This design comes from an exercise in tuning for small area, a short achievable clock period and few clock cycles on the open sky130 flow, not from production work.
RTL that was checked went through simulation tests only; none was proved equivalent to the original.
For runs 3 and 4, only the layout was checked, not whether the RTL still works.
No activity file was given, so power comes from the tool's default toggle rates.

$ cat flow/run.sh
#!/bin/bash
# synth_recipe.tcl (not shown) runs the flow's synth.tcl, then flattens the netlist and writes it again
# the make line also repeats each setting of config.mk as NAME=value (left out here)
make -C /OpenROAD-flow-scripts/flow DESIGN_CONFIG=/design/flow/config.mk WORK_HOME=/design/flow/orfs CLKGATE_MAP_FILE= SYNTH_SCRIPT=/design/flow/synth_recipe.tcl finish
$ cat flow/config.mk
export PLATFORM = sky130hd
export DESIGN_NAME = filter2d
export DESIGN_NICKNAME = filter2d
export VERILOG_FILES = /design/flow/design.v
export SDC_FILE = /design/flow/constraint.sdc
export NUM_CORES = 4
export LEC_CHECK = 0
export CAP_MARGIN = 20
export CORE_MARGIN = 2
export CORE_UTILIZATION = 40
export SLEW_MARGIN = 20
$ cat flow/constraint.sdc
create_clock -name core_clock -period 10.0 [get_ports {clk}]
set_input_delay 2.0000 -clock core_clock [delete_from_list [all_inputs] [get_ports {clk}]]
set_output_delay 2.0000 -clock core_clock [all_outputs]
set_load 0.01 [all_outputs]
$ cat flow/design.v
module filter2d(
                input           clk,
                input           rstn,
                input           start,
                output reg      finish,
                output          cs,
                output          we,
                output [16:0]   addr,
                output [7:0]    din,
                input  [7:0]    dout,
                input           h_write,
                input  [3:0]    h_idx,
                input  [7:0]    h_data
);
reg        run;
reg  [2:0] t;
reg  [7:0] s;
reg  [7:0] b;
wire t_last = (t == 3'd5);
wire done   = (t == 3'd5) && (s == 8'd1) && b[7];
always @(posedge clk or negedge rstn) begin
    if (!rstn) begin
        run    <= 1'b0;
        t      <= 3'd0;
        s      <= 8'd0;
        b      <= 8'd0;
        finish <= 1'b0;
    end else begin
        finish <= run & done;
        if (start) begin
            run <= 1'b1;
            t   <= 3'd1;
            s   <= 8'd0;
            b   <= 8'd0;
        end else if (run) begin
            if (done) run <= 1'b0;
            t <= t_last ? 3'd0 : t + 3'd1;
            if (t_last) begin
                s <= s + 8'd1;
                if (s == 8'd255) b <= b + 8'd1;
            end
        end
    end
end
reg         cs_q, we_q;
reg  [16:0] addr_q;
reg  [7:0]  din_q;
assign cs   = cs_q;
assign we   = we_q;
assign addr = addr_q;
assign din  = din_q;
wire [6:0] bm1 = b[6:0] - 7'd1;
wire [6:0] bp1 = b[6:0] + 7'd1;
wire       wprev = (s[7:1] == 7'd0);           
wire [6:0] bw  = wprev ? bm1 : b[6:0];
wire [7:0] sw  = s - 8'd2;
reg        n_cs, n_we;
reg [16:0] n_addr;
always @(*) begin
    n_we = 1'b0;
    case (t)
        3'd0: begin n_addr = {1'b0, bm1,    1'b1, s};  n_cs = (b != 8'd0) && !b[7]; end
        3'd1: begin n_addr = {1'b0, b[6:0], 1'b0, s};  n_cs = !b[7]; end
        3'd2: begin n_addr = {1'b1, bw,     1'b0, sw}; n_cs = !((b == 8'd0) && wprev); n_we = 1'b1; end
        3'd3: begin n_addr = {1'b0, b[6:0], 1'b1, s};  n_cs = !b[7]; end
        3'd4: begin n_addr = {1'b1, bw,     1'b1, sw}; n_cs = !((b == 8'd0) && wprev); n_we = 1'b1; end
        default: begin n_addr = {1'b0, bp1, 1'b0, s};  n_cs = (b[6:0] != 7'd127) && !b[7]; end
    endcase
end
always @(posedge clk or negedge rstn) begin
    if (!rstn) begin
        cs_q <= 1'b0;
        we_q <= 1'b0;
    end else begin
        cs_q <= run & n_cs;
        we_q <= run & n_cs & n_we;
    end
end
always @(posedge clk) addr_q <= n_addr;
reg [7:0] h0, h1, h2, h3, h4, h5, h6, h7, h8;
always @(posedge clk or negedge rstn) begin
    if (!rstn) begin
        h0 <= 8'h08; h1 <= 8'h10; h2 <= 8'h08;
        h3 <= 8'h10; h4 <= 8'h20; h5 <= 8'h10;
        h6 <= 8'h08; h7 <= 8'h10; h8 <= 8'h08;
    end else if (h_write) begin
        case (h_idx)
            4'd0: h0 <= h_data;
            4'd1: h1 <= h_data;
            4'd2: h2 <= h_data;
            4'd3: h3 <= h_data;
            4'd4: h4 <= h_data;
            4'd5: h5 <= h_data;
            4'd6: h6 <= h_data;
            4'd7: h7 <= h_data;
            4'd8: h8 <= h_data;
            default: ;
        endcase
    end
end
reg       rv;
reg [7:0] pd;
wire      pd_en = (t == 3'd2) || (t == 3'd3) || (t == 3'd5) || (t == 3'd1);
always @(posedge clk) begin
    rv <= cs_q;
    if (pd_en) pd <= rv ? dout : 8'd0;
end
reg  [7:0] cr0, cr1, cr2;
reg        mfirst;
wire [2:0] kdec = (t == 3'd2 || t == 3'd3) ? 3'b001 :
                  (t == 3'd4 || t == 3'd5) ? 3'b010 : 3'b100;
wire       mfirst_n = (t == 3'd2) ? (s == 8'd0) : mfirst;
always @(posedge clk) begin
    mfirst <= mfirst_n;
    cr0 <= ({8{kdec[0]}} & h0) | ({8{kdec[1]}} & h3) | ({8{kdec[2]}} & h6);
    cr1 <= ({8{kdec[0]}} & h1) | ({8{kdec[1]}} & h4) | ({8{kdec[2]}} & h7);
    cr2 <= (({8{kdec[0]}} & h2) | ({8{kdec[1]}} & h5) | ({8{kdec[2]}} & h8)) & {8{~mfirst_n}};
end
wire [15:0] ms0, mc0, ms1, mc1, ms2, mc2;
mul8cs u_m0 (.a(pd), .b(cr0), .s(ms0), .c(mc0));
mul8cs u_m1 (.a(pd), .b(cr1), .s(ms1), .c(mc1));
mul8cs u_m2 (.a(pd), .b(cr2), .s(ms2), .c(mc2));
reg [15:0] ps0, pc0, ps1, pc1, ps2, pc2;
always @(posedge clk) begin
    ps0 <= ms0; pc0 <= mc0;
    ps1 <= ms1; pc1 <= mc1;
    ps2 <= ms2; pc2 <= mc2;
end
localparam [19:0] K = 20'd64;
reg  [2:0] ka;        
reg        mk;        
reg        afirst;
wire [2:0] kadec = (t == 3'd3 || t == 3'd4) ? 3'b001 :
                   (t == 3'd5 || t == 3'd0) ? 3'b010 : 3'b100;
wire       afirst_n = (t == 3'd3) ? (s == 8'd0) : afirst;
always @(posedge clk) begin
    ka     <= kadec;
    afirst <= afirst_n;
    mk     <= afirst_n & kadec[0];
end
function [19:0] macc;
    input [19:0] x;
    input [15:0] ps, pc;
    reg   [15:0] p;
    begin
        p    = ps + pc;
        macc = x + {4'd0, ps} + {4'd0, pc} + {{4{p[15]}}, 16'd0};
    end
endfunction
reg [19:0] fa, fb, ma, mb, na, nb;
wire [19:0] fres = macc(fa, ps2, pc2);
wire [19:0] mres = macc(mk    ? K : ma, ps1, pc1);
wire [19:0] nres = macc(ka[0] ? K : na, ps0, pc0);
always @(posedge clk) begin
    fa <= fb;
    ma <= mb;
    na <= nb;
    fb <= ka[2] ? mres : fres;
    mb <= ka[2] ? nres : mres;
    nb <= nres;
end
wire [7:0] pix = (fres[19:15] != 5'd0) ? 8'hff : fres[14:7];
always @(posedge clk) if (ka[2]) din_q <= pix;
endmodule
module mul8cs(input [7:0] a, input [7:0] b, output [15:0] s, output [15:0] c);
wire pp0_0 = a[0] & b[0];
wire pp0_1 = a[1] & b[0];
wire pp0_2 = a[2] & b[0];
wire pp0_3 = a[3] & b[0];
wire pp0_4 = a[4] & b[0];
wire pp0_5 = a[5] & b[0];
wire pp0_6 = a[6] & b[0];
wire pp0_7 = a[7] & b[0];
wire pp1_0 = a[0] & b[1];
wire pp1_1 = a[1] & b[1];
wire pp1_2 = a[2] & b[1];
wire pp1_3 = a[3] & b[1];
wire pp1_4 = a[4] & b[1];
wire pp1_5 = a[5] & b[1];
wire pp1_6 = a[6] & b[1];
wire pp1_7 = a[7] & b[1];
wire pp2_0 = a[0] & b[2];
wire pp2_1 = a[1] & b[2];
wire pp2_2 = a[2] & b[2];
wire pp2_3 = a[3] & b[2];
wire pp2_4 = a[4] & b[2];
wire pp2_5 = a[5] & b[2];
wire pp2_6 = a[6] & b[2];
wire pp2_7 = a[7] & b[2];
wire pp3_0 = a[0] & b[3];
wire pp3_1 = a[1] & b[3];
wire pp3_2 = a[2] & b[3];
wire pp3_3 = a[3] & b[3];
wire pp3_4 = a[4] & b[3];
wire pp3_5 = a[5] & b[3];
wire pp3_6 = a[6] & b[3];
wire pp3_7 = a[7] & b[3];
wire pp4_0 = a[0] & b[4];
wire pp4_1 = a[1] & b[4];
wire pp4_2 = a[2] & b[4];
wire pp4_3 = a[3] & b[4];
wire pp4_4 = a[4] & b[4];
wire pp4_5 = a[5] & b[4];
wire pp4_6 = a[6] & b[4];
wire pp4_7 = a[7] & b[4];
wire pp5_0 = a[0] & b[5];
wire pp5_1 = a[1] & b[5];
wire pp5_2 = a[2] & b[5];
wire pp5_3 = a[3] & b[5];
wire pp5_4 = a[4] & b[5];
wire pp5_5 = a[5] & b[5];
wire pp5_6 = a[6] & b[5];
wire pp5_7 = a[7] & b[5];
wire pp6_0 = a[0] & b[6];
wire pp6_1 = a[1] & b[6];
wire pp6_2 = a[2] & b[6];
wire pp6_3 = a[3] & b[6];
wire pp6_4 = a[4] & b[6];
wire pp6_5 = a[5] & b[6];
wire pp6_6 = a[6] & b[6];
wire pp6_7 = a[7] & b[6];
wire pp7_0 = a[0] & b[7];
wire pp7_1 = a[1] & b[7];
wire pp7_2 = a[2] & b[7];
wire pp7_3 = a[3] & b[7];
wire pp7_4 = a[4] & b[7];
wire pp7_5 = a[5] & b[7];
wire pp7_6 = a[6] & b[7];
wire pp7_7 = a[7] & b[7];
wire w1 = pp0_6 ^ pp1_5;
wire w2 = pp0_6 & pp1_5;
wire w3 = pp0_7 ^ pp1_6 ^ pp2_5;
wire w4 = (pp0_7 & pp1_6) | (pp0_7 & pp2_5) | (pp1_6 & pp2_5);
wire w5 = pp3_4 ^ pp4_3;
wire w6 = pp3_4 & pp4_3;
wire w7 = pp1_7 ^ pp2_6 ^ pp3_5;
wire w8 = (pp1_7 & pp2_6) | (pp1_7 & pp3_5) | (pp2_6 & pp3_5);
wire w9 = pp4_4 ^ pp5_3;
wire w10 = pp4_4 & pp5_3;
wire w11 = pp2_7 ^ pp3_6 ^ pp4_5;
wire w12 = (pp2_7 & pp3_6) | (pp2_7 & pp4_5) | (pp3_6 & pp4_5);
wire w13 = pp0_4 ^ pp1_3;
wire w14 = pp0_4 & pp1_3;
wire w15 = pp0_5 ^ pp1_4 ^ pp2_3;
wire w16 = (pp0_5 & pp1_4) | (pp0_5 & pp2_3) | (pp1_4 & pp2_3);
wire w17 = pp3_2 ^ pp4_1;
wire w18 = pp3_2 & pp4_1;
wire w19 = w1 ^ pp2_4 ^ pp3_3;
wire w20 = (w1 & pp2_4) | (w1 & pp3_3) | (pp2_4 & pp3_3);
wire w21 = pp4_2 ^ pp5_1 ^ pp6_0;
wire w22 = (pp4_2 & pp5_1) | (pp4_2 & pp6_0) | (pp5_1 & pp6_0);
wire w23 = w2 ^ w3 ^ w5;
wire w24 = (w2 & w3) | (w2 & w5) | (w3 & w5);
wire w25 = pp5_2 ^ pp6_1 ^ pp7_0;
wire w26 = (pp5_2 & pp6_1) | (pp5_2 & pp7_0) | (pp6_1 & pp7_0);
wire w27 = w4 ^ w6 ^ w7;
wire w28 = (w4 & w6) | (w4 & w7) | (w6 & w7);
wire w29 = w9 ^ pp6_2 ^ pp7_1;
wire w30 = (w9 & pp6_2) | (w9 & pp7_1) | (pp6_2 & pp7_1);
wire w31 = w8 ^ w10 ^ w11;
wire w32 = (w8 & w10) | (w8 & w11) | (w10 & w11);
wire w33 = pp5_4 ^ pp6_3 ^ pp7_2;
wire w34 = (pp5_4 & pp6_3) | (pp5_4 & pp7_2) | (pp6_3 & pp7_2);
wire w35 = w12 ^ pp3_7 ^ pp4_6;
wire w36 = (w12 & pp3_7) | (w12 & pp4_6) | (pp3_7 & pp4_6);
wire w37 = pp5_5 ^ pp6_4 ^ pp7_3;
wire w38 = (pp5_5 & pp6_4) | (pp5_5 & pp7_3) | (pp6_4 & pp7_3);
wire w39 = pp4_7 ^ pp5_6 ^ pp6_5;
wire w40 = (pp4_7 & pp5_6) | (pp4_7 & pp6_5) | (pp5_6 & pp6_5);
wire w41 = pp0_3 ^ pp1_2;
wire w42 = pp0_3 & pp1_2;
wire w43 = w13 ^ pp2_2 ^ pp3_1;
wire w44 = (w13 & pp2_2) | (w13 & pp3_1) | (pp2_2 & pp3_1);
wire w45 = w14 ^ w15 ^ w17;
wire w46 = (w14 & w15) | (w14 & w17) | (w15 & w17);
wire w47 = w16 ^ w18 ^ w19;
wire w48 = (w16 & w18) | (w16 & w19) | (w18 & w19);
wire w49 = w20 ^ w22 ^ w23;
wire w50 = (w20 & w22) | (w20 & w23) | (w22 & w23);
wire w51 = w24 ^ w26 ^ w27;
wire w52 = (w24 & w26) | (w24 & w27) | (w26 & w27);
wire w53 = w28 ^ w30 ^ w31;
wire w54 = (w28 & w30) | (w28 & w31) | (w30 & w31);
wire w55 = w32 ^ w34 ^ w35;
wire w56 = (w32 & w34) | (w32 & w35) | (w34 & w35);
wire w57 = w36 ^ w38 ^ w39;
wire w58 = (w36 & w38) | (w36 & w39) | (w38 & w39);
wire w59 = w40 ^ pp5_7 ^ pp6_6;
wire w60 = (w40 & pp5_7) | (w40 & pp6_6) | (pp5_7 & pp6_6);
wire w61 = pp0_2 ^ pp1_1;
wire w62 = pp0_2 & pp1_1;
wire w63 = w41 ^ pp2_1 ^ pp3_0;
wire w64 = (w41 & pp2_1) | (w41 & pp3_0) | (pp2_1 & pp3_0);
wire w65 = w42 ^ w43 ^ pp4_0;
wire w66 = (w42 & w43) | (w42 & pp4_0) | (w43 & pp4_0);
wire w67 = w44 ^ w45 ^ pp5_0;
wire w68 = (w44 & w45) | (w44 & pp5_0) | (w45 & pp5_0);
wire w69 = w46 ^ w47 ^ w21;
wire w70 = (w46 & w47) | (w46 & w21) | (w47 & w21);
wire w71 = w48 ^ w49 ^ w25;
wire w72 = (w48 & w49) | (w48 & w25) | (w49 & w25);
wire w73 = w50 ^ w51 ^ w29;
wire w74 = (w50 & w51) | (w50 & w29) | (w51 & w29);
wire w75 = w52 ^ w53 ^ w33;
wire w76 = (w52 & w53) | (w52 & w33) | (w53 & w33);
wire w77 = w54 ^ w55 ^ w37;
wire w78 = (w54 & w55) | (w54 & w37) | (w55 & w37);
wire w79 = w56 ^ w57 ^ pp7_4;
wire w80 = (w56 & w57) | (w56 & pp7_4) | (w57 & pp7_4);
wire w81 = w58 ^ w59 ^ pp7_5;
wire w82 = (w58 & w59) | (w58 & pp7_5) | (w59 & pp7_5);
wire w83 = w60 ^ pp6_7 ^ pp7_6;
wire w84 = (w60 & pp6_7) | (w60 & pp7_6) | (pp6_7 & pp7_6);
assign s = {1'b0, w84, w82, w80, w78, w76, w74, w72, w70, w68, w66, w64, w62, w61, pp0_1, pp0_0};
assign c = {1'b0, pp7_7, w83, w81, w79, w77, w75, w73, w71, w69, w67, w65, w63, pp2_0, pp1_0, 1'b0};
endmodule
==> flow_summary.json, run 1 <==
{
  "max-vdd-ir-drop_mv": 0.136,
  "timing.max_cap.violations": 0,
  "syn_nets": 2108,
  "regToRegStartpoint": "mk$_DFF_P_",
  "slew_headroom_pct": 26.7,
  "holdWs_ps": 325,
  "finish.net_count": 2149,
  "hp-class": "flip-flop to flip-flop",
  "ys_seq_area_share_pct": 40.7,
  "async_flop_share_pct": 26.0,
  "track_usage_pct": 17.2,
  "synth_edf_count": 16,
  "synth_cell_types": 71,
  "dp.cells": 2420,
  "layout_min_cycle_time_ps": 4060,
  "drv_slew": 0,
  "clock_path_buffers": 3,
  "start_util_pct": 40.2,
  "cts-htree-levels": 2,
  "hp-start": "mb[13]$_DFF_P_",
  "crit_type": "flip-flop to flip-flop",
  "grt_pass1_vias": 13200,
  "antenna_cells": 0,
  "die_area_um2": 50700,
  "status": "timing/DRC/antenna clean",
  "arrival_ps": 4460,
  "row_count": 81,
  "cts-buffers-inserted": 40,
  "post-route-drc-count": 0,
  "wire_per_inst_um": 16.9,
  "final_layout_size_suffix_gt1_share_pct": 9.78,
  "grt_overflow": 0,
  "post-cts-setup-buffers": 0,
  "syn-cell-area_um2": 19600,
  "cts_tree": "built",
  "powerDensity_nw_per_um2": 324,
  "finalClockSkew_ps": 20.4,
  "avgViaCountPerCell": 5.06,
  "routed_wl_um": 42300,
  "place_ws_ps": 5870,
  "die_w_um": 225,
  "drtAntennaViolNets": 0,
  "grt_start_max_net_pins": 75,
  "num_vias": 12600,
  "synth_cells": 1799,
  "io_pins": 52,
  "post-route-util_pct": 45.4,
  "post_cts_resized": 0,
  "fin_cells": 2494,
  "cp-start-kind": "flip-flop",
  "cp-end-kind": "flip-flop",
  "ys_ff_latch": 365,
  "setup.worst_path.start": "mk$_DFF_P_",
  "syn_avg_cell_area_um2": 10.9,
  "tightest_slew_ps": 1100,
  "fmax_ghz": 0.246,
  "synth_top_cell_by_area": "dfxtp_1",
  "place.gp.congestion": 0.851,
  "cts-root-buf": "clkbuf_16",
  "port_buffers": 51,
  "synth_top_cells_by_area": "dfxtp_1 (26%), fa_1 (15%), dfrtp_1 (11%), ha_1 (8.6%), and2_1 (5.2%)",
  "ctsHoldBuffers": 0,
  "dp_hpwl_um": 31400,
  "path_max_fanout": 20,
  "timing.final.crit_share_pct": 40.6,
  "drt_pass1_iterations": 5,
  "area_growth_pct": 13.0,
  "yosys_warnings": 1,
  "fp.dieH_um": 225,
  "hold_viol": 0,
  "clk_pin_slew_worst_paths_ps": 60,
  "grt_pass1_wl_um": 69700,
  "synthFlopType": "dfxtp_1",
  "antenna_found_initial": 0,
  "timing.final.ws_setup_ps": 5940,
  "p_leak_uw": 0.0102,
  "core_area_um2": 48600,
  "cp.required_ps": 10400,
  "synth_top_area_share_pct": 26.0,
  "cts_sinks": 365,
  "rsz0062_at_grt": "no",
  "drt_iter0_markers": 691,
  "finalSetupViolCount": 0,
  "clock_latency_ps": 540,
  "r2r_slack_ps": 5940,
  "setup_tns_ps": 0
}
-- sequential cells by signal (all words and copies together), names as in the netlist, 17 cells and up --
signal  flops
mb         20
nb         20
fa         20
fb         20
addr_q     17
ma         20
na         20
-- worst paths after layout --
check,to,depth (start not counted)
setup / recovery,mb[19]$_DFF_P_,13
hold / removal,ma[13]$_DFF_P_,0
setup reg to reg,mb[19]$_DFF_P_,13
hold reg to reg,ma[13]$_DFF_P_,0
max in group asynchronous,h8[4]$_DFFE_PN0P_,2
min in group asynchronous,b[0]$_DFFE_PN0P_,1
-- critical path: stages, from the launching register on --
cell and delay [ps]:
dfxtp_1 830, nor2b_1 130, fa_1 510, ha_1 200, inv_1 70, fa_1 390, nor2b_1 180, o31a_1 200
o21ai_0 240, o31ai_1 400, a21oi_1 170, o31ai_1 320, xnor2_1 180, mux2i_1 90
-- placed cells by master, fill, tap and decap left out, types with 27 or more instances in the layout --
cell type          n
a21oi_1           62
and2_1           163
clkbuf_16         41
clkdlybuf4s50_1   50
dfrtp_1           86
dfxtp_1          253
fa_1             150
ha_1             135
inv_1            142
mux2_2            82
mux2i_1           33
nand2_1          121
nor2_1            78
nor2b_1           47
o21ai_0           70
xnor2_1           35
xor2_1            27
-- through the flow --
step                      instance area [µm²]  total power (µW)
final                                   22100              7170
after global routing                    22100              7790
after global placement                  20600              5530
after detailed placement                20600              5610
after CTS                               22100              7250
after floorplan                         19600              4610
-- per-layer routing --
metal | vias up | global-route usage, % | share of wire [%]
li1 | 6089 | - | -
met1 | 6250 | 24.1 | 48
met2 | 225 | 28.2 | 46
met3 | 59 | 2.31 | 3.8
met4 | 0 | 4.32 | 1.9
met5 | - | 0 | 0
-- Yosys cell counts, drive strengths merged (4+ instances only) --
library cell,instances
mux2,82
nor2,81
a21o,26
a31oi,9
inv,143
dfxtp,254
a21oi,62
or2,7
xor2,27
nand3,22
nand2b,8
nor3b,4
edfxtp,16
a211o,6
nand2,122
nand4,11
o22ai,5
o21a,14
dfrtp,86
buf,11
fa,150
xnor2,35
and3,11
nand3b,4
and2,163
a211oi,18
nor2b,47
mux2i,33
a41oi,4
dfstp,9
o21ai,72
or3,7
o211ai,9
ha,135
clkbuf,46
nor3,19
-- power breakdown --
| part | total (µW) | leakage, µW | internal, µW | switching, µW |
|---|---|---|---|---|
| Clock | 1610 | 0.000708 | 994 | 613 |
| Combinational | 3200 | 0.00602 | 1380 | 1820 |
| Sequential | 2360 | 0.00344 | 2020 | 341 |
| Total | 7170 | 0.0102 | 4390 | 2770 |
-- layout make-up --
class                   count  area, µm²
fillers                  4554      26500
clock buffers              49       1100
flip-flops and latches    365       7960
multi-input cells        1233      10800
well taps                 622        778
inverters                 144        541
clock inverters            25        354
repair buffers             56        546
-- cell families after synthesis --
| group | count (synthesis) | synth area share [%] |
|---|---|---|
| multiplexers | 115 | 6.41 |
| AO/OA/AOI/OAI | 251 | 8.10 |
| adder cells (fa/ha/maj) | 286 | 24.0 |
| flip-flops | 365 | 40.7 |
| buffers and inverters | 201 | 4.00 |
| XOR/XNOR | 63 | 2.89 |
| AND/OR/NAND/NOR | 518 | 13.9 |
Testbench counts, summed over its fixed seeds: cycles 1,572,960.
==> inputs of run 2 (changes only) <==
==> flow/flow/run.sh (new file) <==
#!/bin/bash
# Standard layout, with the timing repair aimed at a shorter period than the
# clock's (the SDC is unchanged; only repair_timing's setup margin is raised).
set -euo pipefail
bash standard.sh SETUP_SLACK_MARGIN=7 TNS_END_PERCENT=100 finish > standard.log 2>&1
==> flow/standard.sh (new file) <==
#!/bin/bash
# synth_recipe.tcl (not shown) runs the flow's synth.tcl, then flattens the netlist and writes it again
# the make line also repeats each setting of config.mk as NAME=value (left out here)
make -C /OpenROAD-flow-scripts/flow DESIGN_CONFIG=/design/flow/config.mk WORK_HOME=/design/flow/orfs CLKGATE_MAP_FILE= SYNTH_SCRIPT=/design/flow/synth_recipe.tcl "${@:-finish}"
removed: flow/run.sh
==> run 2 against run 1 <==
Compared with the run above:
- register-to-register slack better by 780 ps
- synthesized cell count unchanged
- clock skew is 7.0 ps higher
- via count up 2.6%
- die area unchanged
- first-iteration DRC count increased by 7.8%
- worst setup slack improved by 780 ps
- sequential power hardly changed
- hold slack worse by 7.7 ps
- count of clock-buffer cells in the layout increased by 8
- fmax is 24% higher
- critical path type unchanged
- largest cell class unchanged
- highest routed layer unchanged
==> flow_summary.json, run 2 <==
{
  "status": "timing/DRC/antenna clean",
  "start_util_pct": 40.2,
  "cts-htree-levels": 2,
  "syn_nets": 2108,
  "cp-start-kind": "flip-flop",
  "synth_most_common_cell": "dfxtp_1",
  "finalSetupViolCount": 0,
  "synth_top_cell_by_area": "dfxtp_1",
  "track_usage_pct": 18.1,
  "fp.dieH_um": 225,
  "powerDensity_nw_per_um2": 337,
  "post-route-util_pct": 49.0,
  "setup_tns_ps": 0,
  "r2r_end": "din_q[3]$_SDFFCE_PP1P_",
  "cts_tree": "built",
  "hold_viol": 0,
  "arrival_ps": 3580,
  "drv_slew": 0,
  "p_sw_uw": 3170,
  "cts-buffers-inserted": 41,
  "dp_hpwl_um": 31700,
  "die_area_um2": 50700,
  "place.gp.congestion": 0.825,
  "regToRegStartpoint": "ps2[4]$_DFF_P_",
  "syn_avg_cell_area_um2": 10.9,
  "hp-class": "flip-flop to flip-flop",
  "timing.final.crit_share_pct": 32.8,
  "clock_power_share_pct": 19.9,
  "synth_cell_types": 71,
  "cts-root-buf": "clkbuf_16",
  "yosys_warnings": 1,
  "finish.net_count": 2211,
  "max-vdd-ir-drop_mv": 0.184,
  "r2r_slack_ps": 6720,
  "final_layout_size_suffix_gt1_share_pct": 22.6,
  "timing.max_cap.violations": 0,
  "avgViaCountPerCell": 5.06,
  "synth_top_area_share_pct": 26.0,
  "antenna_found_initial": 0,
  "synth_top_family_by_area": "adder cells",
  "netlist_top_cells_count": "dfxtp_1 (254), and2_1 (163), fa_1 (150)",
  "core_area_um2": 48600,
  "hold_depth": 0,
  "drtAntennaViolNets": 0,
  "io_pins": 52,
  "cts_sinks": 365,
  "tightest_slew_ps": 946,
  "grt_pass1_wl_um": 72500,
  "synth_xor_area_share_pct": 2.89,
  "synthFlopType": "dfxtp_1",
  "area_growth_pct": 21.9,
  "synth_edf_count": 16,
  "nFillCells": 4367,
  "synthAdderAreaFrac_pct": 24.0,
  "clk_pin_slew_worst_paths_ps": 60,
  "synth_top_cells_by_area": "dfxtp_1 (26%), fa_1 (15%), dfrtp_1 (11%), ha_1 (8.6%), and2_1 (5.2%)",
  "die_w_um": 225,
  "cp.required_ps": 10300,
  "cp-end-kind": "flip-flop",
  "clock_latency_ps": 570,
  "layout_common_cells": "dfxtp_1 (226), and2_1 (162), fa_1 (146)",
  "clock_path_buffers": 3,
  "grt_pass1_vias": 13700,
  "slew_headroom_pct": 36.9,
  "synth_compound_area_share_pct": 8.10,
  "hp-start": "fb[7]$_DFF_P_",
  "sequentialPowerShare_pct": 29.4,
  "rsz0062_at_grt": "yes",
  "crit_type": "flip-flop to flip-flop",
  "synth_cells": 1799,
  "r2r_cells": 15,
  "layout_min_cycle_time_ps": 3280,
  "internal_power_uw": 4870,
  "port_buffers": 51,
  "num_vias": 12900,
  "drt_iter0_markers": 745,
  "finalClockSkew_ps": 27.4,
  "drt_pass1_iterations": 5,
  "syn-cell-area_um2": 19600,
  "p_leak_uw": 0.0108,
  "p_sw_share_pct": 39.4,
  "grt_overflow": 0,
  "ys_ff_latch": 365,
  "async_flop_share_pct": 26.0,
  "row_count": 81,
  "path_max_fanout": 7,
  "hold-path-endpoint": "fa[7]$_DFF_P_",
  "ys_seq_area_share_pct": 40.7,
  "antenna_cells": 0,
  "mostFrequentLayoutCell": "dfxtp_1",
  "fmax_ghz": 0.305,
  "post-route-drc-count": 0,
  "yosys.area_share.simple_pct": 13.9,
  "grt_start_max_net_pins": 86,
  "p_comb_share_pct": 50.7,
  "synthMuxAreaShare_pct": 6.41,
  "routed_wl_um": 45300,
  "wire_per_inst_um": 17.7
}
## run 2: cell counts after synthesis
Identical to the previous run, type by type.
## run 2: logic make-up after synthesis
family,after synthesis
compound gates,251
xor+xnor,63
fa+ha+maj,286
buf+inv,201
flops,365
mux,115
simple gates,518
## run 2: cell type report
type	count	area (µm²)	area share [%]
timing repair buffer	117	1080	4.52
sequential	365	8000	33.5
multi-input combinational	1233	12000	50.3
clock inverter	19	255	1.07
tap	622	778	3.26
clock buffer	57	1190	4.99
inverter	144	541	2.27
## run 2: metal layers
metal  up-vias  GRT usage, %  wire length, µm
met4         0          5.90              967
met2       204          29.7            21500
met3        62          2.61             1620
li1       6198             -                -
met1      6485          24.6            21200
met5         -             0                0
## run 2: stage by stage
stage                     area (µm²)  worst slack, ps  total power [µW]  hold slack [ps]  instances
final                          23800             6720              8040              318       2557
after global routing           23800             6600              8620              329       2557
after CTS                      23200             6710              7700              320       2540
after detailed placement       20900             6080              5690              312       2419
after global placement         20900             6120              5620              311       2419
after floorplan                19900             6690              4680              310       1799
## run 2: worst max-delay path by stage
stage	start	to	slack, ps	cells after the start
2_1_floorplan	ka[0]$_DFF_P_	mb[19]$_DFF_P_	6690	15
3_3_place_gp	h_idx[3]	h6[4]$_DFFE_PN0P_	6120	4
3_5_place_dp	h_idx[3]	h5[1]$_DFFE_PN0P_	6080	4
4_1_cts	pc2[2]$_DFF_P_	din_q[7]$_SDFFCE_PP1P_	6710	15
5_1_grt	ps2[4]$_DFF_P_	din_q[3]$_SDFFCE_PP1P_	6600	15
6_report	ps2[4]$_DFF_P_	din_q[3]$_SDFFCE_PP1P_	6720	15
## run 2: power groups by stage
stage	Clock [µW]	Combinational (µW)	Sequential, µW
2_1_floorplan	0	2440	2250
3_3_place_gp	0	3230	2390
3_5_place_dp	0	3290	2400
4_1_cts	1630	3710	2360
5_1_grt	1700	4500	2420
6_report	1600	4080	2360
## run 2: what timing repair did
item                       in CTS  in global routing
resized for setup             237                106
hold buffers                    0                  0
setup buffers                  45                 17
pin swaps                      44                 48
setup endpoints to repair     178                109
## run 2: critical path: stages, from the launching register on
cell and delay [ps]:
dfxtp_2 350, ha_4 270, o21ai_2 50, o21a_1 190
o21ai_2 170, a21oi_2 90, o21ai_4 220, ha_4 250
ha_4 280, and3_4 190, nand3_4 80, o31ai_4 230
xnor2_2 150, nand4b_1 190, nor2_4 240, nand2_2 100
==> inputs of run 3 (changes only) <==
--- a/flow/design.v
+++ b/flow/design.v
@@ -149,6 +149,8 @@
 endfunction
-reg [19:0] fa, fb, ma, mb, na, nb;
+reg [19:0] fa, fb;
+reg [18:0] ma, mb;
+reg [17:0] na, nb;
 wire [19:0] fres = macc(fa, ps2, pc2);
-wire [19:0] mres = macc(mk    ? K : ma, ps1, pc1);
-wire [19:0] nres = macc(ka[0] ? K : na, ps0, pc0);
+wire [19:0] mres = macc(mk    ? K : {ma[18], ma}, ps1, pc1);
+wire [19:0] nres = macc(ka[0] ? K : {{2{na[17]}}, na}, ps0, pc0);
 always @(posedge clk) begin
@@ -158,4 +160,4 @@
     fb <= ka[2] ? mres : fres;
-    mb <= ka[2] ? nres : mres;
-    nb <= nres;
+    mb <= ka[2] ? nres[18:0] : mres[18:0];
+    nb <= nres[17:0];
 end
--- a/flow/flow/run.sh
+++ b/flow/flow/run.sh
@@ -4,2 +4,2 @@
 set -euo pipefail
-bash standard.sh SETUP_SLACK_MARGIN=7 TNS_END_PERCENT=100 finish > standard.log 2>&1
+bash standard.sh SETUP_SLACK_MARGIN=6.8 TNS_END_PERCENT=100 finish > standard.log 2>&1
==> run 3 against run 2 <==
Compared with the run above:
- still clean on timing, DRC and antenna
- hold slack worse by 1.1 ps
- final cell count up 0.39%
- sequential share of layout area up 0.60 points
- routed wire length down 4.6%
- worst setup slack worse by 210 ps
- flip-flop and latch count down 6
- sequential power about the same
- core utilization down 0.85 points
- count of clock-buffer cells in the layout up 3
- fmax down 5.9%
- combinational power up 5.9%
- final area down 3.5%
- largest power group unchanged
==> flow_summary.json, run 3 <==
{
  "status": "timing/DRC/antenna clean",
  "ys_seq_area_share_pct": 40.5,
  "nFillCells": 4305,
  "setup_tns_ps": 0,
  "arrival_ps": 3780,
  "port_buffers": 51,
  "cp.required_ps": 10290,
  "cp-end-kind": "flip-flop",
  "hold_viol": 0,
  "sequentialPowerShare_pct": 29.0,
  "drtAntennaViolNets": 0,
  "cts-root-buf": "clkbuf_16",
  "tightest_slew_ps": 1020,
  "antenna_cells": 0,
  "fmax_ghz": 0.287,
  "ctsHoldBuffers": 0,
  "antenna_found_initial": 0,
  "cts_tree": "built",
  "cts_sinks": 359,
  "synth_edf_count": 16,
  "critPathTopFamily": "compound AO/OA/AOI/OAI gates",
  "powerDensity_nw_per_um2": 353,
  "clock_latency_ps": 560,
  "wire_per_inst_um": 16.8,
  "path_buf_inv": 2,
  "start_util_pct": 40.6,
  "finalSetupViolCount": 0,
  "core_area_um2": 47700,
  "syn-cell-area_um2": 19400,
  "grt_pass1_wl_um": 70700,
  "track_usage_pct": 17.5,
  "hp-class": "flip-flop to flip-flop",
  "timing.max_cap.violations": 0,
  "synth_top_cells_by_area": "dfxtp_1 (26%), fa_1 (16%), dfrtp_1 (11%), ha_1 (8.6%), and2_1 (5.4%)",
  "place_ws_ps": 5550,
  "clk_pin_slew_worst_paths_ps": 60,
  "grt_start_max_net_pins": 79,
  "worstSetupEndpoint": "din_q[0]$_SDFFCE_PP1P_",
  "timing.final.ws_setup_ps": 6510,
  "routed_wl_um": 43200,
  "max-vdd-ir-drop_mv": 0.165,
  "ys_ff_latch": 359,
  "internal_power_uw": 4800,
  "p_sw_uw": 3320,
  "drt_iter0_markers": 682,
  "p_comb_share_pct": 53.2,
  "die_area_um2": 50200,
  "synth_top_area_share_pct": 25.6,
  "regToRegStartpoint": "pc2[12]$_DFF_P_",
  "r2r_cells": 12,
  "seqCellArea_um2": 7850,
  "synth_top_cell_by_area": "dfxtp_1",
  "synthFlopType": "dfxtp_1",
  "setup.worst_path.start": "pc2[12]$_DFF_P_",
  "synth_cell_types": 71,
  "drt_pass1_iterations": 5,
  "num_vias": 13000,
  "dp_hpwl_um": 30800,
  "path_max_fanout": 8,
  "avgViaCountPerCell": 5.05,
  "area_growth_pct": 18.8,
  "mostFrequentLayoutCell": "dfxtp_1",
  "timing.final.crit_share_pct": 34.9,
  "top_regs": "fa (20), fb (20)",
  "r2r_slack_ps": 6510,
  "layout_common_cells": "dfxtp_1 (238), and2_1 (166), nand2_1 (160)",
  "syn_nets": 2132,
  "multi_input_area_um2": 11600,
  "cts-htree-levels": 2,
  "finalClockSkew_ps": 27.4,
  "clock_path_buffers": 3,
  "post-route-drc-count": 0,
  "p_leak_uw": 0.0103,
  "layout_min_cycle_time_ps": 3490,
  "r2r_end": "din_q[0]$_SDFFCE_PP1P_",
  "place_area_um2": 20600,
  "rsz0062_at_grt": "yes",
  "finish.net_count": 2228,
  "grt_pass1_vias": 13600,
  "cts-buffers-inserted": 39,
  "synth_cells": 1825,
  "post-route-util_pct": 48.2,
  "fp.dieH_um": 224,
  "p_sw_share_pct": 40.9,
  "async_flop_share_pct": 26.5,
  "grt_overflow": 0,
  "place.gp.congestion": 0.829,
  "syn_avg_cell_area_um2": 10.6,
  "path_depth": 12,
  "synth_most_common_cell": "dfxtp_1",
  "stdcell_area_um2": 23000,
  "clock_power_share_pct": 17.9,
  "netlist_top_cells_count": "dfxtp_1 (248), nand2_1 (173), and2_1 (168)",
  "crit_slowest_cell": "fa_1",
  "crit_chain": "buf_4 > fa_1 > ha_4 > and3_4 > nand4_1 > a2111o_1 > and3b_1 > o311ai_4 > o211ai_2 > a2111oi_4 > buf_6 > nand2_2",
  "yosys_warnings": 1,
  "slew_headroom_pct": 32.3,
  "crit_type": "flip-flop to flip-flop",
  "row_count": 80,
  "final_layout_size_suffix_gt1_share_pct": 18.0,
  "drv_slew": 0,
  "die_w_um": 224,
  "slowest_delay_ps": 490,
  "cp-start-kind": "flip-flop",
  "io_pins": 52
}
run 3: cells by family (layout without fill, tap and decap cells):
logic type	count (synthesis)	after routing	share of synthesized area [%]
flip-flops	359	359	40.5
AO/OA/AOI/OAI	271	271	9.06
AND/OR/NAND/NOR	576	576	15.2
adder cells (fa/ha/maj)	283	283	24.1
buffers and inverters	199	326	3.89
XOR/XNOR	49	49	2.22
multiplexers	88	88	5.08
run 3: worst reg2reg max path, stage by stage (launching register included):
cell and delay [ps]:
dfxtp_4 350, buf_4 130, fa_1 490, ha_4 320, and3_4 210, nand4_1 100, a2111o_1 340, and3b_1 220
o311ai_4 340, o211ai_2 160, a2111oi_4 300, buf_6 190, nand2_2 70
run 3: cell type report:
cell class / instances / area share (%)
multi-input cells: 1267 / 50.3
flip-flops and latches: 359 / 34.1
clock buffers: 60 / 4.94
repair buffers: 107 / 4.11
well taps: 615 / 3.35
inverters: 147 / 2.40
clock inverters: 12 / 0.724
run 3: how the worst min path moves through the flow:
| stage | from | endpoint | slack, ps | cells past startpoint |
|---|---|---|---|---|
| 2_1_floorplan | fb[0]$_DFF_P_ | fa[0]$_DFF_P_ | 310 | 0 |
| 5_1_grt | nb[0]$_DFF_P_ | na[0]$_DFF_P_ | 320 | 0 |
| 4_1_cts | fb[18]$_DFF_P_ | fa[18]$_DFF_P_ | 320 | 0 |
| 6_report | fb[18]$_DFF_P_ | fa[18]$_DFF_P_ | 320 | 0 |
| 3_3_place_gp | nb[5]$_DFF_P_ | na[5]$_DFF_P_ | 310 | 0 |
| 3_5_place_dp | fb[19]$_DFF_P_ | fa[19]$_DFF_P_ | 310 | 0 |
run 3: what timing repair did:
action | 4_1_cts | 5_1_grt
setup endpoints to repair | 150 | 105
hold endpoints to repair | 0 | 0
gates cloned | 0 | 0
gates resized for setup | 133 | 72
buffers inserted | 31 | 15
pin swaps | 42 | 42
run 3: metal layers:
metal	track usage [%]	up-vias	wire length, µm
li1	-	6298	-
met1	23.0	6425	20100
met2	29.8	169	20800
met3	2.27	67	1120
met4	5.96	0	1140
met5	0	-	0
run 3: stage by stage:
stage / total power, µW / hold WS (ps) / instances
detailed placement: 6180 / 312 / 2449
finish: 8120 / 317 / 2567
global placement: 6080 / 310 / 2449
CTS: 7950 / 318 / 2552
global route: 8860 / 324 / 2567
floorplan: 5030 / 310 / 1825
run 3: power by group through the flow:
stage	clock network (µW)	logic [µW]	registers (µW)
6_report	1450	4320	2350
5_1_grt	1560	4880	2420
4_1_cts	1500	4100	2360
3_5_place_dp	0	3780	2390
3_3_place_gp	0	3690	2390
2_1_floorplan	0	2770	2270
==> inputs of run 4 (changes only) <==
--- a/flow/flow/run.sh
+++ b/flow/flow/run.sh
@@ -4,2 +4,2 @@
 set -euo pipefail
-bash standard.sh SETUP_SLACK_MARGIN=6.8 TNS_END_PERCENT=100 finish > standard.log 2>&1
+bash standard.sh SETUP_SLACK_MARGIN=6.5 TNS_END_PERCENT=100 finish > standard.log 2>&1
==> run 4 against run 3 <==
Compared with the run above:
- flip-flop and latch count is the same
- register-to-register slack lost 20 ps
- largest power group unchanged
- still clean on timing, DRC and antenna
- clock power is essentially flat
- sequential share of layout area grew 0.97 points
- core utilization shrank 1.3 points
- worst setup slack lost 19 ps
- combinational power shrank 9.3%
- final area shrank 2.8%
- count of clock-buffer cells in the layout shrank 6
==> flow_summary.json, run 4 <==
{
  "hp-start": "nb[5]$_DFF_P_",
  "async_flop_share_pct": 26.5,
  "fmax_ghz": 0.285,
  "status": "timing/DRC/antenna clean",
  "crit_type": "flip-flop to flip-flop",
  "yosys_warnings": 1,
  "timing.max_cap.violations": 0,
  "crit_chain": "ha_4 > a21o_1 > a21o_1 > a221oi_2 > o21ai_4 > ha_4 > ha_4 > or3_4 > o32ai_4 > a31oi_4 > xnor2_2 > a2111oi_4 > buf_6 > nand2_1",
  "cts_sinks": 359,
  "rsz0062_at_grt": "yes",
  "synth_edf_count": 16,
  "grtUsageMet1_pct": 23.2,
  "dp_hpwl_um": 30400,
  "path_max_fanout": 8,
  "syn-cell-area_um2": 19400,
  "antenna_cells": 0,
  "area_growth_pct": 15.4,
  "grt_pass1_vias": 13300,
  "layout_min_cycle_time_ps": 3510,
  "die_area_um2": 50200,
  "cp.required_ps": 10300,
  "final_layout_size_suffix_gt1_share_pct": 13.1,
  "post-route-drc-count": 0,
  "synth_cell_types": 71,
  "path_buf_inv": 1,
  "finalSetupViolCount": 0,
  "mostFrequentLayoutCell": "dfxtp_1",
  "layout_common_cells": "dfxtp_1 (241), nand2_1 (170), and2_1 (166)",
  "slowest_delay_ps": 360,
  "track_usage_pct": 17.2,
  "port_buffers": 51,
  "netlist_top_cells_count": "dfxtp_1 (248), nand2_1 (173), and2_1 (168)",
  "p_leak_uw": 0.00999,
  "routed_wl_um": 41900,
  "synthFlopType": "dfxtp_1",
  "avgViaCountPerCell": 5.06,
  "synth_cells": 1825,
  "syn_avg_cell_area_um2": 10.6,
  "grt_util_met3_pct": 2.28,
  "num_vias": 12800,
  "hp-class": "flip-flop to flip-flop",
  "holdWs_ps": 323,
  "timing.final.crit_share_pct": 35.1,
  "hold-path-endpoint": "na[5]$_DFF_P_",
  "grt_overflow": 0,
  "path_depth": 14,
  "clk_pin_slew_worst_paths_ps": 60,
  "critPathTopFamily": "compound AO/OA/AOI/OAI gates",
  "finalClockSkew_ps": 26.2,
  "drv_slew": 0,
  "cts-htree-levels": 2,
  "cts_tree": "built",
  "antenna_found_initial": 0,
  "hold_viol": 0,
  "place.gp.congestion": 0.847,
  "syn_nets": 2132,
  "synth_most_common_cell": "dfxtp_1",
  "r2r_cells": 14,
  "r2r_slack_ps": 6490,
  "crit_slowest_cell": "dfxtp_4",
  "drt_iter0_markers": 574,
  "wire_per_inst_um": 16.5,
  "crit_top_cell": "ha_4",
  "top_regs": "fa (20), fb (20)",
  "cp-start-kind": "flip-flop",
  "multi_input_area_um2": 11200,
  "seqCellArea_um2": 7850,
  "setup_tns_ps": 0,
  "max-vdd-ir-drop_mv": 0.169,
  "ys_ff_latch": 359,
  "drt_pass1_iterations": 5,
  "cp-end-kind": "flip-flop",
  "start_util_pct": 40.6,
  "cts-root-buf": "clkbuf_16",
  "io_pins": 52,
  "die_w_um": 224,
  "regToRegStartpoint": "ps2[12]$_DFF_P_",
  "cts-buffers-inserted": 39,
  "core_area_um2": 47700,
  "powerDensity_nw_per_um2": 345,
  "grtUsageMet2_pct": 28.6,
  "arrival_ps": 3810,
  "slew_headroom_pct": 30.1,
  "grt_start_max_net_pins": 79,
  "grt_pass1_wl_um": 69500,
  "nFillCells": 4277,
  "fp.dieH_um": 224,
  "clock_latency_ps": 560,
  "drtAntennaViolNets": 0,
  "power_uw": 7720,
  "tightest_slew_ps": 1050,
  "ys_seq_area_share_pct": 40.5,
  "clock_path_buffers": 3,
  "synth_top_area_share_pct": 25.6,
  "r2r_end": "din_q[0]$_SDFFCE_PP1P_",
  "ctsHoldBuffers": 0,
  "synth_top_cells_by_area": "dfxtp_1 (26%), fa_1 (16%), dfrtp_1 (11%), ha_1 (8.6%), and2_1 (5.4%)",
  "finish.net_count": 2195,
  "synth_top_cell_by_area": "dfxtp_1",
  "hold_depth": 0,
  "row_count": 80,
  "grt-busiest-layer": "met2"
}
-- run 4: logic make-up after synthesis --
group / Yosys count / share of synthesized area (%)
compound gates: 271 / 9.06
flops: 359 / 40.5
simple gates: 576 / 15.2
buf+inv: 199 / 3.89
fa+ha+maj: 283 / 24.1
mux: 88 / 5.08
xor+xnor: 49 / 2.22
-- run 4: how the worst max path moves through the flow --
stage	startpoint	endpoint	slack [ps]
2_1_floorplan	ps2[12]$_DFF_P_	din_q[0]$_SDFFCE_PP1P_	6540
3_3_place_gp	start	b[6]$_DFFE_PN0P_	5710
3_5_place_dp	start	b[5]$_DFFE_PN0P_	5540
4_1_cts	ps2[12]$_DFF_P_	din_q[1]$_SDFFCE_PP1P_	6490
5_1_grt	ps2[12]$_DFF_P_	din_q[2]$_SDFFCE_PP1P_	6360
6_report	ps2[12]$_DFF_P_	din_q[0]$_SDFFCE_PP1P_	6490
-- run 4: where the power goes --
part | total [µW] | switching (µW) | leakage, µW | internal [µW]
logic | 3920 | 2240 | 0.00595 | 1680
registers | 2370 | 343 | 0.00339 | 2030
clock network | 1430 | 601 | 0.000645 | 827
total | 7720 | 3180 | 0.00999 | 4540
-- run 4: what timing repair did --
action,in CTS,in global routing
pin swaps,11,17
buffers inserted,7,8
setup endpoints to repair,48,20
gates resized for setup,46,39
cloned,0,0
-- run 4: worst register-to-register path: stages, from the launching register on --
cell and delay [ps]:
dfxtp_4 360, ha_4 230, a21o_1 170, a21o_1 180, a221oi_2 330, o21ai_4 160, ha_4 260, ha_4 180
or3_4 350, o32ai_4 310, a31oi_4 60, xnor2_2 190, a2111oi_4 220, buf_6 180, nand2_1 60
-- run 4: stage by stage --
stage	cell area, µm²	utilization, %	cells	worst slack [ps]
global route	22400	46.8	2534	6360
floorplan	19400	-	1825	6540
global placement	20500	42.9	2447	5710
detailed placement	20500	43.0	2447	5540
finish	22400	46.8	2534	6490
CTS	22100	46.3	2526	6490
-- run 4: layer usage --
metal  routed length [µm]  part of all wire (%)
met4                 1040                   2.5
met1                19600                    47
met5                    0                     0
met3                 1270                   3.0
met2                20000                    48
-- run 4: area by class of cell --
type                            count  area share [%]
Clock buffer                       54            5.03
Clock inverter                     18           0.716
Inverter                          147            2.47
Multi-Input combinational cell   1267            50.1
Sequential cell                   359            35.1
Tap cell                          615            3.44
Timing Repair Buffer               74            3.11
==> inputs of run 5 (changes only) <==
--- a/flow/design.v
+++ b/flow/design.v
@@ -14,3 +14,3 @@
 );
-reg        run;
+reg        run, pend;
 reg  [2:0] t;
@@ -19,3 +19,4 @@
 wire t_last = (t == 3'd5);
-wire done   = (t == 3'd5) && (s == 8'd1) && b[7];
+wire done   = t_last && (s == 8'd1) && b[7];
+wire go     = (start | pend) && (t_last || (t == 3'd0));
 always @(posedge clk or negedge rstn) begin
@@ -23,20 +24,14 @@
         run    <= 1'b0;
+        pend   <= 1'b0;
         t      <= 3'd0;
-        s      <= 8'd0;
-        b      <= 8'd0;
         finish <= 1'b0;
     end else begin
+        t      <= t_last ? 3'd0 : t + 3'd1;
         finish <= run & done;
-        if (start) begin
-            run <= 1'b1;
-            t   <= 3'd1;
-            s   <= 8'd0;
-            b   <= 8'd0;
-        end else if (run) begin
-            if (done) run <= 1'b0;
-            t <= t_last ? 3'd0 : t + 3'd1;
-            if (t_last) begin
-                s <= s + 8'd1;
-                if (s == 8'd255) b <= b + 8'd1;
-            end
+        if (go) begin
+            run  <= 1'b1;
+            pend <= 1'b0;
+        end else begin
+            if (start) pend <= 1'b1;
+            if (done)  run  <= 1'b0;
         end
@@ -44,2 +39,11 @@
 end
+always @(posedge clk) begin
+    if (go) begin
+        s <= 8'd0;
+        b <= 8'd0;
+    end else if (run && t_last) begin
+        s <= s + 8'd1;
+        if (s == 8'd255) b <= b + 8'd1;
+    end
+end
 reg         cs_q, we_q;
@@ -62,5 +66,5 @@
         3'd0: begin n_addr = {1'b0, bm1,    1'b1, s};  n_cs = (b != 8'd0) && !b[7]; end
-        3'd1: begin n_addr = {1'b0, b[6:0], 1'b0, s};  n_cs = !b[7]; end
+        3'd1: begin n_addr = {1'b0, b[6:0], 1'b1, s};  n_cs = !b[7]; end
         3'd2: begin n_addr = {1'b1, bw,     1'b0, sw}; n_cs = !((b == 8'd0) && wprev); n_we = 1'b1; end
-        3'd3: begin n_addr = {1'b0, b[6:0], 1'b1, s};  n_cs = !b[7]; end
+        3'd3: begin n_addr = {1'b0, b[6:0], 1'b0, s};  n_cs = !b[7]; end
         3'd4: begin n_addr = {1'b1, bw,     1'b1, sw}; n_cs = !((b == 8'd0) && wprev); n_we = 1'b1; end
@@ -79,21 +83,60 @@
 always @(posedge clk) addr_q <= n_addr;
-reg [7:0] h0, h1, h2, h3, h4, h5, h6, h7, h8;
+reg  [7:0] q00, q01, q02, q10, q11, q12, q20, q21, q22;
+reg  [1:0] tm3;                       
+always @(*) begin
+    case (t)
+        3'd0, 3'd3: tm3 = 2'd0;
+        3'd1, 3'd4: tm3 = 2'd1;
+        default:    tm3 = 2'd2;
+    endcase
+end
+reg  [1:0] wr, wc;
+reg        wv;
+always @(*) begin
+    wv = h_write;
+    case (h_idx)
+        4'd0: begin wr = 2'd0; wc = 2'd0; end
+        4'd1: begin wr = 2'd0; wc = 2'd1; end
+        4'd2: begin wr = 2'd0; wc = 2'd2; end
+        4'd3: begin wr = 2'd1; wc = 2'd0; end
+        4'd4: begin wr = 2'd1; wc = 2'd1; end
+        4'd5: begin wr = 2'd1; wc = 2'd2; end
+        4'd6: begin wr = 2'd2; wc = 2'd0; end
+        4'd7: begin wr = 2'd2; wc = 2'd1; end
+        4'd8: begin wr = 2'd2; wc = 2'd2; end
+        default: begin wr = 2'd0; wc = 2'd0; wv = 1'b0; end
+    endcase
+end
+reg  [1:0] wp;
+always @(*) begin
+    case ({wr, tm3})
+        {2'd0, 2'd0}, {2'd1, 2'd1}, {2'd2, 2'd2}: wp = 2'd2;
+        {2'd1, 2'd0}, {2'd2, 2'd1}, {2'd0, 2'd2}: wp = 2'd0;
+        default:                                  wp = 2'd1;
+    endcase
+end
+wire w00 = wv && wp == 2'd0 && wc == 2'd0;
+wire w01 = wv && wp == 2'd0 && wc == 2'd1;
+wire w02 = wv && wp == 2'd0 && wc == 2'd2;
+wire w10 = wv && wp == 2'd1 && wc == 2'd0;
+wire w11 = wv && wp == 2'd1 && wc == 2'd1;
+wire w12 = wv && wp == 2'd1 && wc == 2'd2;
+wire w20 = wv && wp == 2'd2 && wc == 2'd0;
+wire w21 = wv && wp == 2'd2 && wc == 2'd1;
+wire w22 = wv && wp == 2'd2 && wc == 2'd2;
 always @(posedge clk or negedge rstn) begin
     if (!rstn) begin
-        h0 <= 8'h08; h1 <= 8'h10; h2 <= 8'h08;
-        h3 <= 8'h10; h4 <= 8'h20; h5 <= 8'h10;
-        h6 <= 8'h08; h7 <= 8'h10; h8 <= 8'h08;
-    end else if (h_write) begin
-        case (h_idx)
-            4'd0: h0 <= h_data;
-            4'd1: h1 <= h_data;
-            4'd2: h2 <= h_data;
-            4'd3: h3 <= h_data;
-            4'd4: h4 <= h_data;
-            4'd5: h5 <= h_data;
-            4'd6: h6 <= h_data;
-            4'd7: h7 <= h_data;
-            4'd8: h8 <= h_data;
-            default: ;
-        endcase
+        q00 <= 8'h08; q01 <= 8'h10; q02 <= 8'h08;
+        q10 <= 8'h10; q11 <= 8'h20; q12 <= 8'h10;
+        q20 <= 8'h08; q21 <= 8'h10; q22 <= 8'h08;
+    end else begin
+        q00 <= w00 ? h_data : q10;
+        q01 <= w01 ? h_data : q11;
+        q02 <= w02 ? h_data : q12;
+        q10 <= w10 ? h_data : q20;
+        q11 <= w11 ? h_data : q21;
+        q12 <= w12 ? h_data : q22;
+        q20 <= w20 ? h_data : q00;
+        q21 <= w21 ? h_data : q01;
+        q22 <= w22 ? h_data : q02;
     end
@@ -107,17 +150,10 @@
 end
-reg  [7:0] cr0, cr1, cr2;
 reg        mfirst;
-wire [2:0] kdec = (t == 3'd2 || t == 3'd3) ? 3'b001 :
-                  (t == 3'd4 || t == 3'd5) ? 3'b010 : 3'b100;
 wire       mfirst_n = (t == 3'd2) ? (s == 8'd0) : mfirst;
-always @(posedge clk) begin
-    mfirst <= mfirst_n;
-    cr0 <= ({8{kdec[0]}} & h0) | ({8{kdec[1]}} & h3) | ({8{kdec[2]}} & h6);
-    cr1 <= ({8{kdec[0]}} & h1) | ({8{kdec[1]}} & h4) | ({8{kdec[2]}} & h7);
-    cr2 <= (({8{kdec[0]}} & h2) | ({8{kdec[1]}} & h5) | ({8{kdec[2]}} & h8)) & {8{~mfirst_n}};
-end
+always @(posedge clk) mfirst <= mfirst_n;
+wire [7:0] cf2 = q02 & {8{~mfirst}};
 wire [15:0] ms0, mc0, ms1, mc1, ms2, mc2;
-mul8cs u_m0 (.a(pd), .b(cr0), .s(ms0), .c(mc0));
-mul8cs u_m1 (.a(pd), .b(cr1), .s(ms1), .c(mc1));
-mul8cs u_m2 (.a(pd), .b(cr2), .s(ms2), .c(mc2));
+mul8cs u_m0 (.a(pd), .b(q00), .s(ms0), .c(mc0));
+mul8cs u_m1 (.a(pd), .b(q01), .s(ms1), .c(mc1));
+mul8cs u_m2 (.a(pd), .b(cf2), .s(ms2), .c(mc2));
 reg [15:0] ps0, pc0, ps1, pc1, ps2, pc2;
--- a/flow/flow/run.sh
+++ b/flow/flow/run.sh
@@ -4,2 +4,2 @@
 set -euo pipefail
-bash standard.sh SETUP_SLACK_MARGIN=6.5 TNS_END_PERCENT=100 finish > standard.log 2>&1
+bash standard.sh SETUP_SLACK_MARGIN=7 TNS_END_PERCENT=100 finish > standard.log 2>&1
==> run 5 against run 4 <==
Compared with the run above:
- still clean on timing, DRC and antenna
- sequential share of layout area shrank 3.6 points
- sequential power shrank 16%
- largest power group unchanged
- non-clock buffer count grew 46
- highest routed layer unchanged
- critical path depth shrank 2
- hold slack lost 9.8 ps
- fmax grew 6.6%
- die area shrank 3.5%
- total power shrank 6.4%
- clock power is essentially flat
- global-route usage grew 1.5 points
==> flow_summary.json, run 5 <==
{
  "p_comb_share_pct": 52.9,
  "routed_wl_um": 44800,
  "final_layout_size_suffix_gt1_share_pct": 26.4,
  "avgViaCountPerCell": 5.08,
  "synth_cells": 1734,
  "status": "timing/DRC/antenna clean",
  "clk_pin_slew_worst_paths_ps": 60,
  "slew_headroom_pct": 29.6,
  "start_util_pct": 40.3,
  "path_max_fanout": 8,
  "grt_pass1_vias": 13200,
  "top_regs": "fa (20), fb (20)",
  "port_buffers": 51,
  "synth_edf_count": 17,
  "yosys_warnings": 1,
  "internal_power_uw": 4390,
  "synth_cell_types": 78,
  "powerDensity_nw_per_um2": 310,
  "fmax_ghz": 0.304,
  "p_leak_uw": 0.0105,
  "grt_overflow": 0,
  "cts-htree-levels": 2,
  "row_count": 79,
  "sequentialPowerShare_pct": 27.4,
  "grt_pass1_wl_um": 70800,
  "syn_avg_cell_area_um2": 10.8,
  "path_buf_inv": 1,
  "async_flop_share_pct": 23.8,
  "place.gp.congestion": 0.859,
  "clock_latency_ps": 560,
  "die_w_um": 220,
  "hp-class": "flip-flop to flip-flop",
  "grt_start_max_net_pins": 81,
  "cts-root-buf": "clkbuf_16",
  "finalClockSkew_ps": 22.7,
  "post-route-drc-count": 0,
  "crit_type": "flip-flop to flip-flop",
  "clock_path_buffers": 3,
  "critPathTopFamily": "compound AO/OA/AOI/OAI gates",
  "core_area_um2": 46400,
  "timing.max_cap.violations": 0,
  "synthFlopType": "dfxtp_1",
  "ys_seq_area_share_pct": 39.1,
  "num_vias": 12600,
  "tightest_slew_ps": 1060,
  "die_area_um2": 48400,
  "synth_top_area_share_pct": 25.6,
  "wire_per_inst_um": 18.0,
  "cts-buffers-inserted": 38,
  "slowest_delay_ps": 460,
  "rsz0062_at_grt": "yes",
  "dp_hpwl_um": 30500,
  "layout_min_cycle_time_ps": 3290,
  "syn_nets": 2041,
  "area_growth_pct": 24.8,
  "cp.required_ps": 10290,
  "cp-start-kind": "flip-flop",
  "layout_common_cells": "dfxtp_1 (219), and2_1 (161), inv_1 (142)",
  "cts_tree": "built",
  "setup_tns_ps": 0,
  "fp.dieH_um": 220,
  "track_usage_pct": 18.7,
  "synth_top_cell_by_area": "dfxtp_1",
  "timing.final.crit_share_pct": 32.9,
  "clock_power_share_pct": 19.7,
  "hold_viol": 0,
  "drv_slew": 0,
  "max-vdd-ir-drop_mv": 0.218,
  "syn-cell-area_um2": 18700,
  "netlist_top_cells_count": "dfxtp_1 (239), and2_1 (163), fa_1 (150)",
  "io_pins": 52,
  "drt_iter0_markers": 596,
  "arrival_ps": 3590,
  "cts_sinks": 336,
  "post-route-util_pct": 50.3,
  "synth_top_cells_by_area": "dfxtp_1 (26%), fa_1 (16%), dfrtp_1 (9.5%), ha_1 (8.9%), and2_1 (5.5%)",
  "antenna_cells": 0,
  "drt_pass1_iterations": 5,
  "finalSetupViolCount": 0,
  "crit_slowest_cell": "a2111o_1",
  "mostFrequentLayoutCell": "dfxtp_1",
  "ctsHoldBuffers": 0,
  "crit_top_cell": "ha_4",
  "crit_chain": "ha_4 > a2111o_1 > nor2_1 > o21ai_2 > a21o_4 > ha_4 > nor2b_1 > a221oi_2 > o311ai_4 > a2111oi_4 > buf_4 > o211ai_2",
  "cp-end-kind": "flip-flop",
  "finish.net_count": 2158,
  "synth_most_common_cell": "dfxtp_1",
  "drtAntennaViolNets": 0,
  "ys_ff_latch": 336,
  "p_sw_uw": 2830,
  "p_sw_share_pct": 39.2,
  "antenna_found_initial": 0
}
==> run 5: changes by cell type in the layout (fill, tap and decap cells not counted), sizes merged, moves of 11 or more <==
cell,previous run,this run
buf,24,101
nand2,173,105
clkdlybuf4s50,48,18
a31oi,26,11
dfrtp,86,71
nor2b,38,49
nor3,18,29
==> run 5: layout make-up <==
| cell class | instances | area, µm² |
|---|---|---|
| Tap cell | 607 | 759 |
| Clock buffer | 53 | 1120 |
| Timing Repair Buffer | 120 | 1140 |
| Fill cell | 4059 | 23100 |
| Multi-Input combinational cell | 1207 | 12200 |
| Clock inverter | 17 | 173 |
| Sequential cell | 336 | 7350 |
| Inverter | 148 | 556 |
==> run 5: cell families (layout without fill, tap and decap cells) <==
logic type,count (synthesis),after routing,synth area share (%)
DFF,336,336,39.1
AOI/OAI and AO/OA,253,253,8.94
xor gates and xnor gates,52,53,2.48
adders and majority gates,284,284,25.0
and+or+nand+nor,518,518,14.6
buffers and inverters,192,338,3.92
muxes,99,99,5.87
==> run 5: worst paths after layout <==
| kind | from | to | slack, ps | depth (start not counted) |
|---|---|---|---|---|
| worst max-delay path | pc2[8]$_DFF_P_ | din_q[6]$_SDFFCE_PP1P_ | 6710 | 12 |
| worst min-delay path | mb[4]$_DFF_P_ | ma[4]$_DFF_P_ | 310 | 0 |
| worst max register to register | pc2[8]$_DFF_P_ | din_q[6]$_SDFFCE_PP1P_ | 6710 | 12 |
| worst min register to register | mb[4]$_DFF_P_ | ma[4]$_DFF_P_ | 310 | 0 |
| max in group asynchronous | rstn | q00[2]$_DFF_PN0_ | 7690 | 1 |
| min in group asynchronous | rstn | q12[6]$_DFF_PN0_ | 1600 | 1 |
==> run 5: power by group through the flow <==
stage / logic, µW / registers [µW] / clock network (µW)
2_1_floorplan: 2120 / 1920 / 0
3_3_place_gp: 2810 / 2000 / 0
3_5_place_dp: 2900 / 2000 / 0
4_1_cts: 3260 / 1980 / 1460
5_1_grt: 4200 / 2020 / 1510
6_report: 3820 / 1980 / 1420
==> run 5: repair_timing <==
| item | CTS | global route |
|---|---|---|
| cloned | 1 | 1 |
| resized for setup | 328 | 169 |
| buffers inserted | 42 | 23 |
| setup endpoints to repair | 182 | 159 |
| pin swaps | 74 | 86 |
| endpoints found under the hold margin | 0 | 0 |
==> run 5: worst register-to-register path, stage by stage (launching register included) <==
cell and delay [ps]:
dfxtp_4 350, ha_4 230, a2111o_1 460, nor2_1 130
o21ai_2 90, a21o_4 270, ha_4 310, nor2b_1 70
a221oi_2 320, o311ai_4 170, a2111oi_4 340, buf_4 210
o211ai_2 90
==> run 5: per-stage QoR <==
stage / total power, µW / instances / hold slack, ps / worst slack, ps / cell area (µm²)
2_1_floorplan: 4040 / 1734 / 310 / 6370 / 18900
3_5_place_dp: 4900 / 2351 / 312 / 5300 / 20000
3_3_place_gp: 4810 / 2350 / 310 / 5440 / 20000
6_report: 7220 / 2488 / 313 / 6710 / 23300
4_1_cts: 6700 / 2464 / 313 / 6750 / 22300
5_1_grt: 7730 / 2488 / 318 / 6570 / 23300
==> run 5: metal layers <==
| layer | share of wire (%) | GRT usage [%] |
|---|---|---|
| met1 | 46 | 25.0 |
| met2 | 47 | 31.1 |
| met3 | 3.6 | 3.00 |
| met4 | 3.1 | 5.86 |
| met5 | 0 | 0 |
Testbench counts of run 5, summed over its fixed seeds: cycles 1,572,980.
==> inputs of run 6 (changes only) <==
--- a/flow/flow/run.sh
+++ b/flow/flow/run.sh
@@ -4,2 +4,2 @@
 set -euo pipefail
-bash standard.sh SETUP_SLACK_MARGIN=7 TNS_END_PERCENT=100 finish > standard.log 2>&1
+bash standard.sh SETUP_SLACK_MARGIN=7 CTS_CLUSTER_SIZE=30 CTS_CLUSTER_DIAMETER=100 finish > standard.log 2>&1
==> run 6 against run 5 <==
Compared with the run above:
- still clean
- fmax down 0.51%
- critical path depth is 2 higher
- via count down 1.5%
- clock power is 49% lower
- combinational power fell by 2%
- synthesized cell count is the same
- sequential power about the same
- total power decreased by 11%
- final cell count down 1.2%
- first-iteration DRC count down 0.50%
- flip-flop and latch count is the same
- clock skew fell by 6.8 ps
- critical path type unchanged
- critical endpoint unchanged
- largest cell class unchanged
==> flow_summary.json, run 6 <==
{
  "status": "timing/DRC/antenna clean",
  "sequentialPowerShare_pct": 30.5,
  "crit_top_cell": "ha_4",
  "cts_sinks": 336,
  "wire_per_inst_um": 17.6,
  "crit_type": "flip-flop to flip-flop",
  "tightest_slew_ps": 1050,
  "io_pins": 52,
  "final_layout_size_suffix_gt1_share_pct": 25.2,
  "num_vias": 12400,
  "timing.final.crit_share_pct": 33.1,
  "power_uw": 6460,
  "netlist_top_cells_count": "dfxtp_1 (239), and2_1 (163), fa_1 (150)",
  "die_w_um": 220,
  "layout_common_cells": "dfxtp_1 (216), and2_1 (161), fa_1 (141)",
  "finalSetupViolCount": 0,
  "die_area_um2": 48400,
  "r2r_slack_ps": 6690,
  "cts_tree": "built",
  "clock_latency_ps": 520,
  "area_growth_pct": 19.9,
  "r2r_end": "din_q[6]$_SDFFCE_PP1P_",
  "syn_avg_cell_area_um2": 10.8,
  "fp.dieH_um": 220,
  "antenna_cells": 0,
  "routed_wl_um": 43200,
  "clk_pin_slew_worst_paths_ps": 110,
  "fmax_ghz": 0.302,
  "p_comb_share_pct": 58.2,
  "hp-start": "mb[4]$_DFF_P_",
  "r2r_cells": 14,
  "hold_viol": 0,
  "async_flop_share_pct": 23.8,
  "cp.required_ps": 10280,
  "internal_power_uw": 3830,
  "synth_top_cell_by_area": "dfxtp_1",
  "cts-htree-levels": 1,
  "cp-end-kind": "flip-flop",
  "p_sw_uw": 2630,
  "dp.cells": 2351,
  "post-route-drc-count": 0,
  "track_usage_pct": 18.0,
  "cts-buffers-inserted": 15,
  "setup_tns_ps": 0,
  "p_leak_uw": 0.0100,
  "avgViaCountPerCell": 5.07,
  "p_sw_share_pct": 40.7,
  "synth_edf_count": 17,
  "finalClockSkew_ps": 15.9
}
## run 6: metal layers
| metal | global-route usage [%] | routed length, µm | up-vias |
|---|---|---|---|
| li1 | - | - | 6001 |
| met1 | 24.7 | 20200 | 6176 |
| met2 | 30.9 | 20700 | 220 |
| met3 | 1.48 | 1290 | 50 |
| met4 | 4.36 | 960 | 0 |
| met5 | 0 | 0 | - |
## run 6: final cells by class
class                      instances  area [µm²]
clock inverter                     3        25.0
inverter                         148         558
multi-input combinational       1206       12000
timing repair buffer             136        1270
clock buffer                      21         419
tap                              607         759
fill                            4155       24000
sequential                       336        7360
## run 6: worst max path at each step
stage               cells past startpoint  slack (ps)                     end            from
CTS                                    13        6700  din_q[6]$_SDFFCE_PP1P_  pc2[8]$_DFF_P_
finish                                 14        6690  din_q[6]$_SDFFCE_PP1P_  pc2[8]$_DFF_P_
detailed placement                      8        5300        q22[6]$_DFF_PN0_        h_idx[3]
floorplan                               9        6370        q22[0]$_DFF_PN0_        h_idx[2]
global route                           14        6580  din_q[3]$_SDFFCE_PP1P_  pc2[8]$_DFF_P_
global placement                        8        5440        q22[3]$_DFF_PN1_        h_idx[3]
## run 6: what timing repair did
action / CTS / global route
pin swaps: 60 / 81
gates resized for setup: 306 / 153
setup buffers: 47 / 33
setup endpoints to repair: 181 / 152
cloned: 0 / 1
hold buffers: 0 / 0
## run 6: through the flow
stage,area (µm²),hold WS [ps],utilization (%),setup WS (ps)
final,22400,329,48.3,6690
after global routing,22400,327,48.3,6580
after CTS,21400,329,46.2,6700
after detailed placement,20000,312,43.1,5300
after global placement,20000,310,43.0,5440
after floorplan,18900,310,-,6370
## run 6: kinds of logic (layout without fill, tap and decap cells)
group / Yosys count / in the layout / synth area share, %
muxes: 99 / 99 / 5.87
xor gates and xnor gates: 52 / 52 / 2.48
and+or+nand+nor: 518 / 518 / 14.6
buffers and inverters: 192 / 308 / 3.92
DFF: 336 / 336 / 39.1
AOI/OAI and AO/OA: 253 / 253 / 8.94
adders and majority gates: 284 / 284 / 25.0
## run 6: power by group through the flow
stage / logic [µW] / registers (µW) / clock network [µW]
4_1_cts: 3300 / 1970 / 761
6_report: 3760 / 1970 / 730
5_1_grt: 4140 / 2020 / 804
3_3_place_gp: 2810 / 2000 / 0
3_5_place_dp: 2900 / 2000 / 0
2_1_floorplan: 2120 / 1920 / 0

Check on run 6: ideal ports give 6.691 ns setup slack; a clkbuf_16 on the clock port and buf_2 on the inputs give 6.691 ns; moving port delays by the midpoint clock arrival (0.566 ns) as well gives 6.145 ns.
